Background: an optimization exercise with open tools, aiming at small area and a short achievable clock period. Do not read the settings as production practice.
Function was not checked in any run shown here: the RTL went through the layout flow alone.
Power and IR drop assume default switching activity.

File: flow/flow/run.sh
#!/bin/bash
# Layout flow: the standard ORFS flow (standard.sh) with these changes:
#  - synthesis leaves adders to ABC (no half/full adder cell extraction), so
#    the carry logic is mapped for delay together with the rest; registers
#    are the same as in the standard synthesis
#  - plain buffers (not delay cells) on the ports; the smallest one on ports
#    driven straight by registers (R0d..R7d, PC)
#  - a clock tree of clkbuf_8 without dummy loads
# Every tool's output is in the ORFS logs under orfs/logs; make's in standard.log.
set -o pipefail
export ADDER_MAP_FILE=
export BUFFER_PORTS_ARGS="-buffer_cell sky130_fd_sc_hd__buf_2"
export POST_GLOBAL_PLACE_TCL=$(pwd)/flow/small_out_bufs.tcl
export CTS_ARGS="-sink_clustering_enable -repair_clock_nets -dont_use_dummy_load -buf_list sky130_fd_sc_hd__clkbuf_8"
bash standard.sh finish > standard.log 2>&1
File: flow/flow/small_out_bufs.tcl
# Ports fed straight from registers (R0d..R7d, PC) are not timing-critical:
# give them the smallest buffer instead of the one buffer_ports used.
set db [ord::get_db]
set block [ord::get_db_block]
set small [$db findMaster sky130_fd_sc_hd__buf_1]
set n 0
foreach bt [$block getBTerms] {
  if {![regexp {^(R[0-7]d|PC)\[} [$bt getName]]} { continue }
  set net [$bt getNet]
  if {$net eq "NULL"} { continue }
  foreach it [$net getITerms] {
    if {[$it isOutputSignal]} {
      set inst [$it getInst]
      if {[[$inst getMaster] getName] eq "sky130_fd_sc_hd__buf_2"} { $inst swapMaster $small; incr n }
    }
  }
}
puts "small_out_bufs: $n output buffers resized to buf_1"
File: flow/standard.sh
#!/bin/bash
# synth_recipe.tcl (not shown) runs the flow's synth.tcl, then flattens the netlist and writes it again
# the make line also repeats each setting of config.mk as NAME=value (left out here)
make -C /OpenROAD-flow-scripts/flow DESIGN_CONFIG=/design/flow/config.mk WORK_HOME=/design/flow/orfs CLKGATE_MAP_FILE= SYNTH_SCRIPT=/design/flow/synth_recipe.tcl "${@:-finish}"
File: flow/config.mk
export PLATFORM = sky130hd
export DESIGN_NAME = cpu8
export DESIGN_NICKNAME = cpu8
export VERILOG_FILES = /design/flow/design.v
export SDC_FILE = /design/flow/constraint.sdc
export NUM_CORES = 4
export LEC_CHECK = 0
export ABC_AREA = 1
export CAP_MARGIN = 20
export CORE_MARGIN = 2
export CORE_UTILIZATION = 40
export SETUP_SLACK_MARGIN = 2.5
export SLEW_MARGIN = 20
File: flow/constraint.sdc
create_clock -name core_clock -period 7.0 [get_ports {clk}]
set_input_delay 1.4000 -clock core_clock [delete_from_list [all_inputs] [get_ports {clk}]]
set_output_delay 1.4000 -clock core_clock [all_outputs]
set_load 0.01 [all_outputs]
File: flow/design.v
module cpu8(clk,rst,IR,Data_in,PC,MW_out,Address,Data_out,R0d,R1d,R2d,R3d,R4d,R5d,R6d,R7d);
input clk,rst;
input [15:0] IR;
input [7:0] Data_in;
output [7:0] PC;
output MW_out;
output [7:0] Address,Data_out,R0d,R1d,R2d,R3d,R4d,R5d,R6d,R7d;
reg [7:0] PC;
reg [7:0] R0d,R1d,R2d,R3d,R4d,R5d,R6d,R7d;
wire [2:0] DA = IR[8:6];
wire [2:0] AA = IR[5:3];
wire [2:0] BA = IR[2:0];
wire MB = IR[15];
wire MD = IR[13];
wire RW = ~IR[14];
wire MW = IR[14] & ~IR[15];
wire PL = IR[14] & IR[15];
wire JB = IR[13];
wire BC = IR[9];
wire [3:0] FS = {IR[12:10], ~PL & IR[9]};
reg [7:0] A, Bd;
always @(*) begin
	case (AA)
	3'd0: A = R0d; 3'd1: A = R1d; 3'd2: A = R2d; 3'd3: A = R3d;
	3'd4: A = R4d; 3'd5: A = R5d; 3'd6: A = R6d; default: A = R7d;
	endcase
	case (BA)
	3'd0: Bd = R0d; 3'd1: Bd = R1d; 3'd2: Bd = R2d; 3'd3: Bd = R3d;
	3'd4: Bd = R4d; 3'd5: Bd = R5d; 3'd6: Bd = R6d; default: Bd = R7d;
	endcase
end
wire [7:0] B = MB ? {5'b00000, IR[2:0]} : Bd;
wire [7:0] x1, x0;    
genvar gx;
generate for (gx = 0; gx < 8; gx = gx + 1) begin : xs
	if (gx < 3) begin : lo
		wire xk = IR[gx] ? (FS[3] | FS[1]) : (~FS[3] & FS[2]);    
		assign x1[gx] = MB ? xk : (FS[3] | FS[1]);
		assign x0[gx] = MB ? xk : (~FS[3] & FS[2]);
	end else begin : hi
		assign x1[gx] = MB ? (~FS[3] & FS[2]) : (FS[3] | FS[1]);
		assign x0[gx] = ~FS[3] & FS[2];
	end
end endgenerate
wire [7:0] X = (Bd & x1) | (~Bd & x0);
wire ci = FS[0];
wire [7:0] g = A & X;
wire [7:0] t = A | X;
wire [7:0] G1, T1, G2, T2, G3;
assign G1[0] = g[0] | (t[0] & ci);
assign T1[0] = 1'b0;
generate for (gx = 1; gx < 8; gx = gx + 1) begin : k1
	assign G1[gx] = g[gx] | (t[gx] & g[gx-1]);
	assign T1[gx] = t[gx] & t[gx-1];
end endgenerate
assign G2[0] = G1[0];
assign T2[0] = 1'b0;
assign G2[1] = G1[1] | (T1[1] & ci);
assign T2[1] = 1'b0;
generate for (gx = 2; gx < 8; gx = gx + 1) begin : k2
	assign G2[gx] = G1[gx] | (T1[gx] & G1[gx-2]);
	assign T2[gx] = T1[gx] & T1[gx-2];
end endgenerate
assign G3[1:0] = G2[1:0];
assign G3[3:2] = G2[3:2] | (T2[3:2] & {2{ci}});
generate for (gx = 4; gx < 8; gx = gx + 1) begin : k3
	assign G3[gx] = G2[gx] | (T2[gx] & G2[gx-4]);
end endgenerate
wire [7:0] c = {G3[6:0], ci};          
wire [7:0] S = A ^ (X ^ c);
wire [7:0] Bs = FS[1] ? (FS[0] ? 8'h00 : {B[6:0], 1'b0}) : (FS[0] ? {1'b0, B[7:1]} : B);
reg [7:0] L;
always @(*) begin
	case (FS[2:0])
	3'd0: L = g;           
	3'd1: L = t;           
	3'd2: L = t & ~g;      
	3'd3: L = ~A;
	default: L = Bs;
	endcase
end
wire [7:0] G = FS[3] ? L : S;
wire [7:0] BusD = MD ? Data_in : G;
wire WE = RW & ~rst;
always @(posedge clk) begin
	if (WE && DA == 3'd0) R0d <= BusD;
	if (WE && DA == 3'd1) R1d <= BusD;
	if (WE && DA == 3'd2) R2d <= BusD;
	if (WE && DA == 3'd3) R3d <= BusD;
	if (WE && DA == 3'd4) R4d <= BusD;
	if (WE && DA == 3'd5) R5d <= BusD;
	if (WE && DA == 3'd6) R6d <= BusD;
	if (WE && DA == 3'd7) R7d <= BusD;
end
assign MW_out = MW & ~rst;
assign Address = A;
assign Data_out = B;
wire [2:0] f = IR[12:10];
wire [2:0] K = IR[2:0];
reg [7:0] T8, MC;
always @(*) begin
	case ({f, K})
	6'd0: T8 = 8'h00;
	6'd1: T8 = 8'h00;
	6'd2: T8 = 8'h00;
	6'd3: T8 = 8'h00;
	6'd4: T8 = 8'h00;
	6'd5: T8 = 8'h00;
	6'd6: T8 = 8'h00;
	6'd7: T8 = 8'h00;
	6'd8: T8 = 8'h00;
	6'd9: T8 = 8'hff;
	6'd10: T8 = 8'hfe;
	6'd11: T8 = 8'hfd;
	6'd12: T8 = 8'hfc;
	6'd13: T8 = 8'hfb;
	6'd14: T8 = 8'hfa;
	6'd15: T8 = 8'hf9;
	6'd16: T8 = 8'h01;
	6'd17: T8 = 8'h02;
	6'd18: T8 = 8'h03;
	6'd19: T8 = 8'h04;
	6'd20: T8 = 8'h05;
	6'd21: T8 = 8'h06;
	6'd22: T8 = 8'h07;
	6'd23: T8 = 8'h08;
	6'd24: T8 = 8'h01;
	6'd25: T8 = 8'h01;
	6'd26: T8 = 8'h01;
	6'd27: T8 = 8'h01;
	6'd28: T8 = 8'h01;
	6'd29: T8 = 8'h01;
	6'd30: T8 = 8'h01;
	6'd31: T8 = 8'h01;
	6'd32: T8 = 8'h00;
	6'd33: T8 = 8'h00;
	6'd34: T8 = 8'h00;
	6'd35: T8 = 8'h00;
	6'd36: T8 = 8'h00;
	6'd37: T8 = 8'h00;
	6'd38: T8 = 8'h00;
	6'd39: T8 = 8'h00;
	6'd40: T8 = 8'h00;
	6'd41: T8 = 8'h01;
	6'd42: T8 = 8'h02;
	6'd43: T8 = 8'h03;
	6'd44: T8 = 8'h04;
	6'd45: T8 = 8'h05;
	6'd46: T8 = 8'h06;
	6'd47: T8 = 8'h07;
	6'd48: T8 = 8'h00;
	6'd49: T8 = 8'h00;
	6'd50: T8 = 8'h00;
	6'd51: T8 = 8'h00;
	6'd52: T8 = 8'h00;
	6'd53: T8 = 8'h00;
	6'd54: T8 = 8'h00;
	6'd55: T8 = 8'h00;
	6'd56: T8 = 8'h00;
	6'd57: T8 = 8'h00;
	6'd58: T8 = 8'h00;
	6'd59: T8 = 8'h00;
	6'd60: T8 = 8'h00;
	6'd61: T8 = 8'h00;
	6'd62: T8 = 8'h00;
	6'd63: T8 = 8'h00;
	endcase
	case ({f, K})
	6'd0: MC = 8'hfe;
	6'd1: MC = 8'hfc;
	6'd2: MC = 8'hf8;
	6'd3: MC = 8'hf0;
	6'd4: MC = 8'he0;
	6'd5: MC = 8'hc0;
	6'd6: MC = 8'h80;
	6'd7: MC = 8'h00;
	6'd8: MC = 8'h00;
	6'd9: MC = 8'h80;
	6'd10: MC = 8'hc0;
	6'd11: MC = 8'he0;
	6'd12: MC = 8'hf0;
	6'd13: MC = 8'hf8;
	6'd14: MC = 8'hfc;
	6'd15: MC = 8'hfe;
	6'd16: MC = 8'hfe;
	6'd17: MC = 8'hfc;
	6'd18: MC = 8'hf8;
	6'd19: MC = 8'hf0;
	6'd20: MC = 8'he0;
	6'd21: MC = 8'hc0;
	6'd22: MC = 8'h80;
	6'd23: MC = 8'h00;
	6'd24: MC = 8'hfe;
	6'd25: MC = 8'hfe;
	6'd26: MC = 8'hfe;
	6'd27: MC = 8'hfe;
	6'd28: MC = 8'hfe;
	6'd29: MC = 8'hfe;
	6'd30: MC = 8'hfe;
	6'd31: MC = 8'hfe;
	6'd32: MC = 8'hfe;
	6'd33: MC = 8'hfc;
	6'd34: MC = 8'hf8;
	6'd35: MC = 8'hf0;
	6'd36: MC = 8'he0;
	6'd37: MC = 8'hc0;
	6'd38: MC = 8'h80;
	6'd39: MC = 8'h00;
	6'd40: MC = 8'hfe;
	6'd41: MC = 8'hfe;
	6'd42: MC = 8'hfe;
	6'd43: MC = 8'hfe;
	6'd44: MC = 8'hfe;
	6'd45: MC = 8'hfe;
	6'd46: MC = 8'hfe;
	6'd47: MC = 8'hfe;
	6'd48: MC = 8'hfe;
	6'd49: MC = 8'hfc;
	6'd50: MC = 8'hf8;
	6'd51: MC = 8'hf0;
	6'd52: MC = 8'he0;
	6'd53: MC = 8'hc0;
	6'd54: MC = 8'h80;
	6'd55: MC = 8'h00;
	6'd56: MC = 8'hfe;
	6'd57: MC = 8'hfe;
	6'd58: MC = 8'hfe;
	6'd59: MC = 8'hfe;
	6'd60: MC = 8'hfe;
	6'd61: MC = 8'hfe;
	6'd62: MC = 8'hfe;
	6'd63: MC = 8'hfe;
	endcase
end
wire [7:0] Ad;
genvar gj;
generate for (gj = 0; gj < 8; gj = gj + 1) begin : dec
	assign Ad[gj] = (A[2:0] == gj);
end endgenerate
wire c3 = |(Ad & MC);
wire t0 = ~|A[6:3];
wire t1 = &A[6:3];
wire Zc = (A == T8);
reg Zb, Nb;
always @(*) begin
	case (f)
	3'd0, 3'd5: begin Zb = Zc; Nb = A[7]; end
	3'd1: begin Zb = Zc; Nb = A[7] ^ (c3 & t1); end
	3'd2, 3'd3: begin Zb = Zc; Nb = A[7] ^ (~c3 & t0); end
	3'd4: begin Zb = ((A[2:0] & K) == 3'd0); Nb = 1'b0; end
	default: begin Zb = (K == 3'd0); Nb = 1'b0; end
	endcase
end
wire jump = PL & JB;
wire branch = PL & ~JB & (BC ? Nb : Zb);
wire [7:0] ic;
assign ic[0] = 1'b1;
genvar gi;
generate for (gi = 1; gi < 8; gi = gi + 1) begin : inc
	assign ic[gi] = ic[gi-1] & PC[gi-1];
end endgenerate
wire [7:0] PC_inc = PC ^ ic;
wire [7:0] PC_br = PC + {2'b00, IR[8:6], IR[2:0]};
wire sj = ~rst & jump;
wire sb = ~rst & branch;
wire si = ~rst & ~jump & ~branch;
always @(posedge clk)
	PC <= ({8{sj}} & A) | ({8{sb}} & PC_br) | ({8{si}} & PC_inc);
endmodule
==> impl_metrics.yaml, run 1 <==
die:
  start_util_pct: 40.8
  pin_count: 115
  placementRows: 43
  core-area_mm2: 0.0139
  die_y_um: 123
  dieArea_mm2: 0.0151
  fp.dieW_um: 123
layout:
  n_antenna_cell: 0
  area_growth_pct: 14.2
  layout_commonest_cell: "nand2_1"
  final_nets: 999
  layout-drive-gt1-share_pct: 10.7
  final_cell_mix: "nand2_1 (322), nor2_1 (92), inv_1 (83)"
sta:
  setup_tns_ps: 0
  setup_viol: 0
  rsz0062_at_grt: "yes"
  tightest_slew_ps: 1100
  holdWs_ps: 612
  period_minus_slack_ps: 4390
  finalCritPeriodShare_pct: 62.7
  maxSlewViolCount: 0
  hold_viol_final: 0
  clock.fmax_ghz: 0.228
  clock_skew_ps: 20.3
  slew_headroom_pct: 25.8
yosys:
  ys_async_sr_fraction_pct: 0
  synth_fa_ha_area_share_pct: 0
  synth_top_family_by_area: "simple AND/OR/NAND/NOR gates"
  synth_fp_nets: 891
  synth-main-ff-cell: "edfxtp_1"
  synth-seq-area-share_pct: 36.7
  syn_avg_cell_area_um2: 6.55
  synthXorXnorAreaFrac_pct: 2.94
  synthDistinctLibCells: 40
  synth-compound-area-share_pct: 7.86
  synthCells: 865
  syn_area_mm2: 0.00567
  synthSimpleGateAreaFrac_pct: 43.9
  synthMuxAreaShare_pct: 0
  synth_seq_cells: 72
  synth-edff-count: 64
  ys_warn_count: 1
route:
  via_count: 6292
  ant_nets: 0
  wl_um: 21100
  drtIter0Drc: 807
  via_per_inst: 5.47
  drc_errors: 0
  wire_per_inst_um: 18.4
  dr.pass1.iters: 6
worst_hold_path:
  whs_path_depth: 3
  min_path_type: "reg2reg"
  min_from: "PC[0]"
  min_to: "PC[0]"
place:
  dp_hpwl_um: 16700
  portBuffers: 114
flow_run:
  cap_violations: 0
grt:
  antenna_found_initial: 0
  grt_overflow_total: 0
  grt_pass1_vias: 5535
  grt_pass1_wl_um: 31500
  grt_usage_pct: 28.2
  grt_max_degree: 21
setup_path:
  critPathBufInv: 2
  crit_path_end_kind: "output pin"
  reg2regPathDepth: 14
  max_stage_delay_ps: 300
  critPathTopFamily: "simple AND/OR/NAND/NOR gates"
  crit_required_ps: 5600
  path_class: "in2out"
  critPathLaunchType: "input pin"
  cp.depth: 9
  r2r_slack_ps: 4050
  worstPathCellList: "buf_2, nand2_1, nor2_4, nand2_1, nand4_1, nand3b_1, nand2_1, nor2_1, buf_2"
  slowest_stage: "nor2_4"
  crit_fanout: 8
  arrival_ps: 2990
  cp_common_cell: "nand2_1"
  r2r_start: "R4d[2]"
  r2r_end: "R7d[3]"
clock_network:
  cts_tree: "yes"
  cts_root_buf: "clkbuf_8"
  cts_sinks: 72
  clk_pin_slew_ps: 80
  cts_buffers: 9
  clockBufferDepth: 2
  ctsHtreeMaxLevel: 3
  clk_latency_ps: 370
pwr:
  leakage_nw: 3.07
  p_per_area_mw_per_mm2: 171
  irDropWorstVdd_mv: 0.109
status:
  status: "timing/DRC/antenna clean"
[through the flow]
| stage | area, um2 | worst slack, ps | instances | total power [mW] | util, % |
|---|---|---|---|---|---|
| 2_1_floorplan | 5670 | 3050 | 865 | 0.744 | - |
| 3_3_place_gp | 6370 | 2290 | 1142 | 0.857 | 45.9 |
| 3_5_place_dp | 6280 | 2290 | 1142 | 0.850 | 45.3 |
| 4_1_cts | 6420 | 2460 | 1151 | 1.10 | 46.3 |
| 5_1_grt | 6470 | 2490 | 1151 | 1.16 | 46.6 |
| 6_report | 6470 | 2610 | 1151 | 1.10 | 46.6 |
[cell families (layout without fill, tap and decap cells)]
group / Yosys count / count (layout)
compound gates: 78 / 78
xor+xnor: 19 / 19
flops: 72 / 72
simple gates: 574 / 574
buf+inv: 122 / 228
[per-layer routing]
metal  vias to the layer above  GRT usage [%]  wire (um)  share of wire, %
li1                       3057              -          -                 -
met1                      2854           40.9       9220                44
met2                       339           42.7       9350                44
met3                        42           5.67       2080               9.8
met4                         0           8.03        486               2.3
met5                         -              0          0                 0
[cell usage after synthesis, drive strengths merged (4+ instances only)]
| master | count | share of area, % |
|---|---|---|
| a21oi | 24 | 2.3 |
| a22oi | 4 | 0.53 |
| a31oi | 5 | 0.55 |
| buf | 11 | 1.3 |
| clkbuf | 7 | 0.46 |
| dfxtp | 8 | 2.8 |
| edfxtp | 64 | 34 |
| inv | 102 | 6.8 |
| nand2 | 330 | 22 |
| nand3 | 75 | 6.8 |
| nand3b | 4 | 0.60 |
| nand4 | 46 | 5.1 |
| nor2 | 105 | 7.5 |
| nor3 | 9 | 1.1 |
| o21ai | 33 | 2.9 |
| o22ai | 4 | 0.44 |
| xnor2 | 7 | 1.1 |
| xor2 | 12 | 1.9 |
[how the worst max path moves through the flow]
stage / slack, ps / end / start
3_3_place_gp: 2290 / Data_out[0] / IR[0]
2_1_floorplan: 3050 / Data_out[1] / IR[2]
4_1_cts: 2460 / Data_out[0] / IR[2]
5_1_grt: 2490 / Data_out[3] / IR[0]
6_report: 2610 / Data_out[3] / IR[1]
3_5_place_dp: 2290 / Data_out[0] / IR[0]
[power breakdown]
group	switching (mW)	leakage (nW)	internal [mW]
registers	0.0119	0.644	0.490
logic	0.250	2.37	0.101
clock network	0.136	0.0647	0.114
total	0.398	3.07	0.706
[timing repair]
action	in CTS	in global routing
gates resized for setup	7	17
gates cloned	0	0
buffers inserted	0	0
pin swaps	0	1
setup endpoints to repair	6	12
hold buffers	0	0
[tightest hold or removal path, delay by kind of cell (launching register included)]
kind,cells,cell delay [ps]
buf+inv,1,80
flops,1,380
simple gates,2,130
[layout make-up]
class | instances | area (um2)
Sequential cell | 72 | 2080
Multi-Input combinational cell | 671 | 3150
Tap cell | 180 | 225
Clock buffer | 9 | 124
Inverter | 104 | 397
Timing Repair Buffer | 115 | 498
Fill cell | 1487 | 7410
==> run 2: changes to the inputs <==
--- a/flow/design.v
+++ b/flow/design.v
@@ -32,51 +32,20 @@
 wire [7:0] B = MB ? {5'b00000, IR[2:0]} : Bd;
-wire [7:0] x1, x0;    
-genvar gx;
-generate for (gx = 0; gx < 8; gx = gx + 1) begin : xs
-	if (gx < 3) begin : lo
-		wire xk = IR[gx] ? (FS[3] | FS[1]) : (~FS[3] & FS[2]);    
-		assign x1[gx] = MB ? xk : (FS[3] | FS[1]);
-		assign x0[gx] = MB ? xk : (~FS[3] & FS[2]);
-	end else begin : hi
-		assign x1[gx] = MB ? (~FS[3] & FS[2]) : (FS[3] | FS[1]);
-		assign x0[gx] = ~FS[3] & FS[2];
-	end
+wire [7:0] X = FS[2] ? (FS[1] ? 8'hFF : ~B) : (FS[1] ? B : 8'h00);
+wire [8:0] S9 = {A, 1'b1} + {X, FS[0]};
+wire [7:0] S = S9[8:1];
+reg [3:0] tt;
+always @(*) begin
+	case (FS[1:0])
+	2'd0: tt = 4'b1000;    
+	2'd1: tt = 4'b1110;    
+	2'd2: tt = 4'b0110;    
+	default: tt = 4'b0011;  
+	endcase
+end
+wire [7:0] Bs = FS[1] ? (FS[0] ? 8'h00 : {B[6:0], 1'b0}) : (FS[0] ? {1'b0, B[7:1]} : B);
+wire [7:0] L;
+genvar gl;
+generate for (gl = 0; gl < 8; gl = gl + 1) begin : lu
+	assign L[gl] = FS[2] ? Bs[gl] : tt[{A[gl], B[gl]}];
 end endgenerate
-wire [7:0] X = (Bd & x1) | (~Bd & x0);
-wire ci = FS[0];
-wire [7:0] g = A & X;
-wire [7:0] t = A | X;
-wire [7:0] G1, T1, G2, T2, G3;
-assign G1[0] = g[0] | (t[0] & ci);
-assign T1[0] = 1'b0;
-generate for (gx = 1; gx < 8; gx = gx + 1) begin : k1
-	assign G1[gx] = g[gx] | (t[gx] & g[gx-1]);
-	assign T1[gx] = t[gx] & t[gx-1];
-end endgenerate
-assign G2[0] = G1[0];
-assign T2[0] = 1'b0;
-assign G2[1] = G1[1] | (T1[1] & ci);
-assign T2[1] = 1'b0;
-generate for (gx = 2; gx < 8; gx = gx + 1) begin : k2
-	assign G2[gx] = G1[gx] | (T1[gx] & G1[gx-2]);
-	assign T2[gx] = T1[gx] & T1[gx-2];
-end endgenerate
-assign G3[1:0] = G2[1:0];
-assign G3[3:2] = G2[3:2] | (T2[3:2] & {2{ci}});
-generate for (gx = 4; gx < 8; gx = gx + 1) begin : k3
-	assign G3[gx] = G2[gx] | (T2[gx] & G2[gx-4]);
-end endgenerate
-wire [7:0] c = {G3[6:0], ci};          
-wire [7:0] S = A ^ (X ^ c);
-wire [7:0] Bs = FS[1] ? (FS[0] ? 8'h00 : {B[6:0], 1'b0}) : (FS[0] ? {1'b0, B[7:1]} : B);
-reg [7:0] L;
-always @(*) begin
-	case (FS[2:0])
-	3'd0: L = g;           
-	3'd1: L = t;           
-	3'd2: L = t & ~g;      
-	3'd3: L = ~A;
-	default: L = Bs;
-	endcase
-end
 wire [7:0] G = FS[3] ? L : S;
--- a/flow/config.mk
+++ b/flow/config.mk
@@ -11,3 +11,3 @@
 export CORE_UTILIZATION = 40
-export SETUP_SLACK_MARGIN = 2.5
+export SETUP_SLACK_MARGIN = 3.0
 export SLEW_MARGIN = 20
==> impl_metrics.yaml, run 2 <==
status:
  status: "timing/DRC/antenna clean"
setup_path:
  critPathTopFamily: "buffers and inverters"
  crit_required_ps: 5600
  cp_common_cell: "nand2_1"
  arrival_ps: 2610
  critPathLaunchType: "input pin"
  max_stage_delay_ps: 170
  path_class: "in2out"
  crit_path_end_kind: "output pin"
  critPathBufInv: 5
  worstPathCellList: "buf_12, inv_2, nand3_2, inv_4, nand2_1, nand3_1, nor2_1, nand2_1, nand2_2, inv_1, buf_2"
  slowest_stage: "nand3_2"
  crit_fanout: 8
clock_network:
  ctsHtreeMaxLevel: 3
  holdBufCountCts: 0
  clockBufferDepth: 2
  cts_sinks: 72
  cts_tree: "yes"
  cts_buffers: 9
  clk_latency_ps: 360
  cts_root_buf: "clkbuf_8"
  clk_pin_slew_ps: 70
layout:
  multi_input_area_mm2: 0.00312
  final_nets: 979
  fin_cells: 1131
  seqCellArea_mm2: 0.00208
  area_growth_pct: 20.9
  layout_commonest_cell: "nand2_1"
  layout-drive-gt1-share_pct: 17.4
  fillers: 1437
  n_antenna_cell: 0
  final_cell_mix: "nand2_1 (265), nor2_1 (104), inv_1 (72), buf_1 (72)"
yosys:
  synthTopCellsByArea: "edfxtp_1 (35%), nand2_1 (18%), nor2_1 (7.2%), nand3_1 (6.0%), inv_1 (5.2%)"
  synth_most_common_cell: "nand2_1"
  synthDistinctLibCells: 44
  synth-compound-area-share_pct: 10.6
  synth_top_cell_by_area: "edfxtp_1"
  synth_top_area_share_pct: 34.5
  synth_fa_ha_area_share_pct: 0
  synthXorXnorAreaFrac_pct: 2.68
  synth_seq_cells: 72
  synth_common_cells: "nand2_1 (272), nor2_1 (106), inv_1 (77)"
  synthCells: 816
  synth-seq-area-share_pct: 37.4
  synth-edff-count: 64
  ys_async_sr_fraction_pct: 0
  synthMuxAreaShare_pct: 0
  ys_warn_count: 1
  synthSimpleGateAreaFrac_pct: 40.8
  synth_fp_nets: 842
  syn_area_mm2: 0.00556
  synth_top_family_by_area: "simple AND/OR/NAND/NOR gates"
  syn_avg_cell_area_um2: 6.82
  synth-main-ff-cell: "edfxtp_1"
sta:
  rsz0062_at_grt: "yes"
  slew_headroom_pct: 33.8
  period_minus_slack_ps: 4010
  setup_viol: 0
  clock.fmax_ghz: 0.250
  hold_viol_final: 0
  setup_tns_ps: 0
  tightest_slew_ps: 989
  clock_skew_ps: 28.1
  maxSlewViolCount: 0
  finalCritPeriodShare_pct: 57.3
pwr:
  p_per_area_mw_per_mm2: 165
  power_mw: 1.11
  irDropWorstVdd_mv: 0.0878
  leakage_nw: 3.13
grt:
  grt_overflow_total: 0
  antenna_found_initial: 0
  grt_max_degree: 19
  grt_pass1_wl_um: 29600
  grt_pass1_vias: 5349
  grt_usage_pct: 26.3
route:
  ant_nets: 0
  dr.pass1.iters: 6
  via_count: 6133
  via_per_inst: 5.42
  wire_per_inst_um: 17.5
  wl_um: 19800
  drtIter0Drc: 726
  drc_errors: 0
place:
  portBuffers: 114
  placed_cells: 1097
  dp_hpwl_um: 15400
die:
  core-area_mm2: 0.0137
  fp.dieW_um: 122
  dieArea_mm2: 0.0149
  pin_count: 115
  die_y_um: 122
  start_util_pct: 40.5
  placementRows: 43
worst_hold_path:
  min_path_type: "reg2reg"
flow_run:
  cap_violations: 0
==> run 2: changes by cell type after synthesis, moves of 3 or more <==
| cell | previous run | this run |
|---|---|---|
| nand4_1 | 46 | 22 |
| nand3_2 | 2 | 8 |
| nand2_4 | 1 | 4 |
| nand2_2 | 5 | 9 |
| buf_2 | 6 | 3 |
| o211ai_1 | 2 | 15 |
| nor2_1 | 96 | 106 |
| nor3_1 | 6 | 3 |
| inv_1 | 87 | 77 |
| a22oi_1 | 4 | 1 |
| nand3_1 | 73 | 67 |
| nand2_1 | 324 | 272 |
| inv_2 | 15 | 24 |
| o21ai_1 | 4 | 15 |
==> run 2: final timing paths <==
path,start,to,slack [ps],depth (start not counted)
setup / recovery,IR[1],Data_out[5],2990,11
hold / removal,PC[0],PC[0],640,3
setup reg to reg,R3d[6],R5d[7],4110,16
hold reg to reg,PC[0],PC[0],640,3
==> run 2: through the flow <==
stage,instance area (um2),setup slack (ps),util (%),hold slack (ps)
after floorplan,5560,3260,-,564
after global placement,6280,2490,45.8,624
after detailed placement,6190,2480,45.1,626
after CTS,6520,3000,47.5,646
after global routing,6730,2940,49.0,714
final,6730,2990,49.0,641
==> run 2: power by group <==
part | switching [mW] | leakage, nW | internal, mW
Sequential | 0.0116 | 0.644 | 0.488
Clock | 0.140 | 0.0647 | 0.115
Combinational | 0.237 | 2.42 | 0.119
==> run 2: routing by layer <==
layer	part of all wire (%)	routed length (um)	track usage [%]	vias to the layer above
met5	0	0	0	-
met4	3.0	594	8.98	0
met3	8.1	1610	4.45	46
met2	45	9020	41.4	308
met1	43	8610	36.8	2825
li1	-	-	-	2954
==> run 2: cells by family (layout without fill, tap and decap cells) <==
| logic type | count (synthesis) | in the layout |
|---|---|---|
| AOI/OAI and AO/OA | 98 | 98 |
| xor gates and xnor gates | 17 | 17 |
| buffers and inverters | 118 | 253 |
| DFF | 72 | 72 |
| and+or+nand+nor | 511 | 511 |
==> run 2: layout make-up <==
type                            count  area share [%]
Inverter                          104            6.06
Sequential cell                    72            31.0
Tap cell                          180            3.35
Multi-Input combinational cell    626            46.4
Timing Repair Buffer              140            11.4
Clock buffer                        9            1.84
==> run 2: worst reg2reg max path, stage by stage (launching register included) <==
cell,delay [ps]
edfxtp_1,480
o21ai_0,180
o21ai_0,100
nor2_1,110
nand4_1,200
buf_4,210
buf_4,120
nand3_1,80
nand3_1,120
nand2_1,140
nor2_1,80
and2_1,140
nand2_1,90
nand2_1,60
nand2_1,60
nand3_1,80
a21oi_2,400
==> run 2: repair_timing <==
item	in CTS	in global routing
endpoints found under the setup margin	56	55
hold endpoints to repair	0	0
setup buffers	12	13
pin swaps	8	8
gates resized for setup	35	29
cloned	0	0
==> run 3: changes to the inputs <==
--- a/flow/config.mk
+++ b/flow/config.mk
@@ -11,3 +11,3 @@
 export CORE_UTILIZATION = 40
-export SETUP_SLACK_MARGIN = 3.0
+export SETUP_SLACK_MARGIN = 2.5
 export SLEW_MARGIN = 20
==> impl_metrics.yaml, run 3 <==
sta:
  holdWs_ps: 635
  hold_viol_final: 0
  period_minus_slack_ps: 4360
  setup_viol: 0
  clock.fmax_ghz: 0.229
  rsz0062_at_grt: "no"
  tightest_slew_ps: 988
  maxSlewViolCount: 0
  clock_skew_ps: 28.9
  setup_tns_ps: 0
  slew_headroom_pct: 33.9
  finalCritPeriodShare_pct: 62.3
status:
  status: "timing/DRC/antenna clean"
clock_network:
  clockBufferDepth: 2
  cts_tree: "yes"
  cts_resized: 0
  cts_sinks: 72
  cts_root_buf: "clkbuf_8"
  holdBufCountCts: 0
  clk_pin_slew_ps: 70
  cts_buffers: 9
  cts_setup_buffers: 0
  clk_latency_ps: 360
  ctsHtreeMaxLevel: 3
yosys:
  ys_async_sr_fraction_pct: 0
  synth-edff-count: 64
  ys_warn_count: 1
  synth-main-ff-cell: "edfxtp_1"
  syn_area_mm2: 0.00556
  synthXorXnorAreaFrac_pct: 2.68
  synth_top_cell_by_area: "edfxtp_1"
  synthCells: 816
  synth-compound-area-share_pct: 10.6
  syn_avg_cell_area_um2: 6.82
  synth_top_area_share_pct: 34.5
  synth_fp_nets: 842
  synthDistinctLibCells: 44
  synth_common_cells: "nand2_1 (272), nor2_1 (106), inv_1 (77)"
  synth-seq-area-share_pct: 37.4
  synthSimpleGateAreaFrac_pct: 40.8
  synthTopCellsByArea: "edfxtp_1 (35%), nand2_1 (18%), nor2_1 (7.2%), nand3_1 (6.0%), inv_1 (5.2%)"
  synthMuxAreaShare_pct: 0
  synth_most_common_cell: "nand2_1"
  synth_seq_cells: 72
  synth_top_family_by_area: "simple AND/OR/NAND/NOR gates"
  synth_fa_ha_area_share_pct: 0
pwr:
  leakage_nw: 2.95
  p_per_area_mw_per_mm2: 170
  irDropWorstVdd_mv: 0.0879
grt:
  grt_usage_pct: 26.0
  grt_pass1_wl_um: 29200
  grt_overflow_total: 0
  antenna_found_initial: 0
  grt_pass1_vias: 5251
  grt_max_degree: 19
setup_path:
  path_class: "in2out"
  r2r_slack_ps: 4010
  r2r_end: "R5d[7]"
  r2r_start: "R3d[6]"
  critPathLaunchType: "input pin"
  crit_path_end_kind: "output pin"
  arrival_ps: 2960
  reg2regPathDepth: 14
  crit_fanout: 13
  crit_required_ps: 5600
worst_hold_path:
  min_path_type: "reg2reg"
  whs_path_depth: 3
  min_from: "PC[0]"
  min_to: "PC[0]"
layout:
  final_nets: 954
  area_growth_pct: 13.8
  layout-drive-gt1-share_pct: 12.7
  n_antenna_cell: 0
  fillers: 1458
  final_cell_mix: "nand2_1 (272), nor2_1 (106), inv_1 (77)"
  multi_input_area_mm2: 0.00302
  layout_commonest_cell: "nand2_1"
  seqCellArea_mm2: 0.00208
flow_run:
  cap_violations: 0
die:
  pin_count: 115
  core-area_mm2: 0.0137
  die_y_um: 122
  placementRows: 43
  dieArea_mm2: 0.0149
  start_util_pct: 40.5
  fp.dieW_um: 122
route:
  via_per_inst: 5.36
  dr.pass1.iters: 5
  drc_errors: 0
  drtIter0Drc: 617
  wl_um: 19300
  ant_nets: 0
  wire_per_inst_um: 17.5
  via_count: 5932
place:
  dp_hpwl_um: 15400
  portBuffers: 114
## run 3: power by group
part	switching, mW	internal (mW)	leakage [nW]
Combinational	0.224	0.0954	2.24
Sequential	0.0116	0.488	0.644
Clock	0.141	0.115	0.0647
Total	0.377	0.698	2.95
## run 3: cell type report
| class | instances | share of cell area, % |
|---|---|---|
| Multi-Input combinational cell | 626 | 47.7 |
| Sequential cell | 72 | 32.9 |
| Timing Repair Buffer | 115 | 7.71 |
| Inverter | 104 | 6.17 |
| Tap cell | 180 | 3.56 |
| Clock buffer | 9 | 1.96 |
## run 3: stage by stage
stage	instances	total power, mW	instance area [um2]	setup slack [ps]	util, %
2_1_floorplan	816	0.727	5560	3260	-
3_3_place_gp	1097	0.825	6280	2490	45.8
3_5_place_dp	1097	0.822	6190	2480	45.1
4_1_cts	1106	1.07	6320	2600	46.0
5_1_grt	1106	1.13	6330	2560	46.1
6_report	1106	1.07	6330	2640	46.1
## run 3: how the worst max path moves through the flow
stage,to,from,slack (ps),cells past startpoint
after floorplan,Data_out[6],IR[1],3260,10
final,Address[7],IR[5],2640,8
after detailed placement,R4d[6],IR[4],2480,17
after global routing,R7d[6],IR[2],2560,21
after CTS,Address[7],IR[4],2600,8
after global placement,R4d[6],IR[4],2490,17
## run 3: logic make-up (layout without fill, tap and decap cells)
group,after synthesis,after routing
DFF,72,72
buffers and inverters,118,228
and+or+nand+nor,511,511
AOI/OAI and AO/OA,98,98
xor gates and xnor gates,17,17
## run 3: critical path: stages
cell and delay [ps]:
buf_2 270, inv_2 160, nor3_2 330, nand2_1 90, nand2_1 80, nor2_1 70
a21boi_2 340, buf_2 220
## run 3: routing by layer
| layer | share of wire [%] | GRT usage (%) | wire length, um |
|---|---|---|---|
| met3 | 8.4 | 4.59 | 1610 |
| met1 | 44 | 36.7 | 8500 |
| met4 | 2.3 | 7.83 | 451 |
| met2 | 45 | 40.9 | 8740 |
| met5 | 0 | 0 | 0 |

-- what the ideal ports hide --
The flow's constraints put no driver on any port. The routed layouts listed below were extracted and timed again, unchanged, in two steps. Step 1 (the two cells are an assumption about what drives the block):
set clk [get_ports {clk}]
set_driving_cell -lib_cell sky130_fd_sc_hd__clkbuf_16 $clk
set_driving_cell -lib_cell sky130_fd_sc_hd__buf_2 [delete_from_list [all_inputs] $clk]
Step 2 also shifts input and output timing later by t, the mid clock arrival at the registers, as if the neighbouring blocks saw the same clock. Slacks: no drivers / after step 1 / after step 2; pairs: no drivers / after step 1.
run | t, ns | setup slack, ns | worst setup path after step 2
run 1 | 0.396 | 2.610 / 2.584 / 2.368 | input to register
run 2 | 0.378 | 2.992 / 2.941 / 2.797 | input to register
run 3 | 0.379 | 2.639 / 2.617 / 2.507 | input to register
After both steps setup and hold are still met in every run listed. For run 1, which loses most, drivers alone change the setup slack by -0.026 ns; drivers and shift together by -0.242 ns.
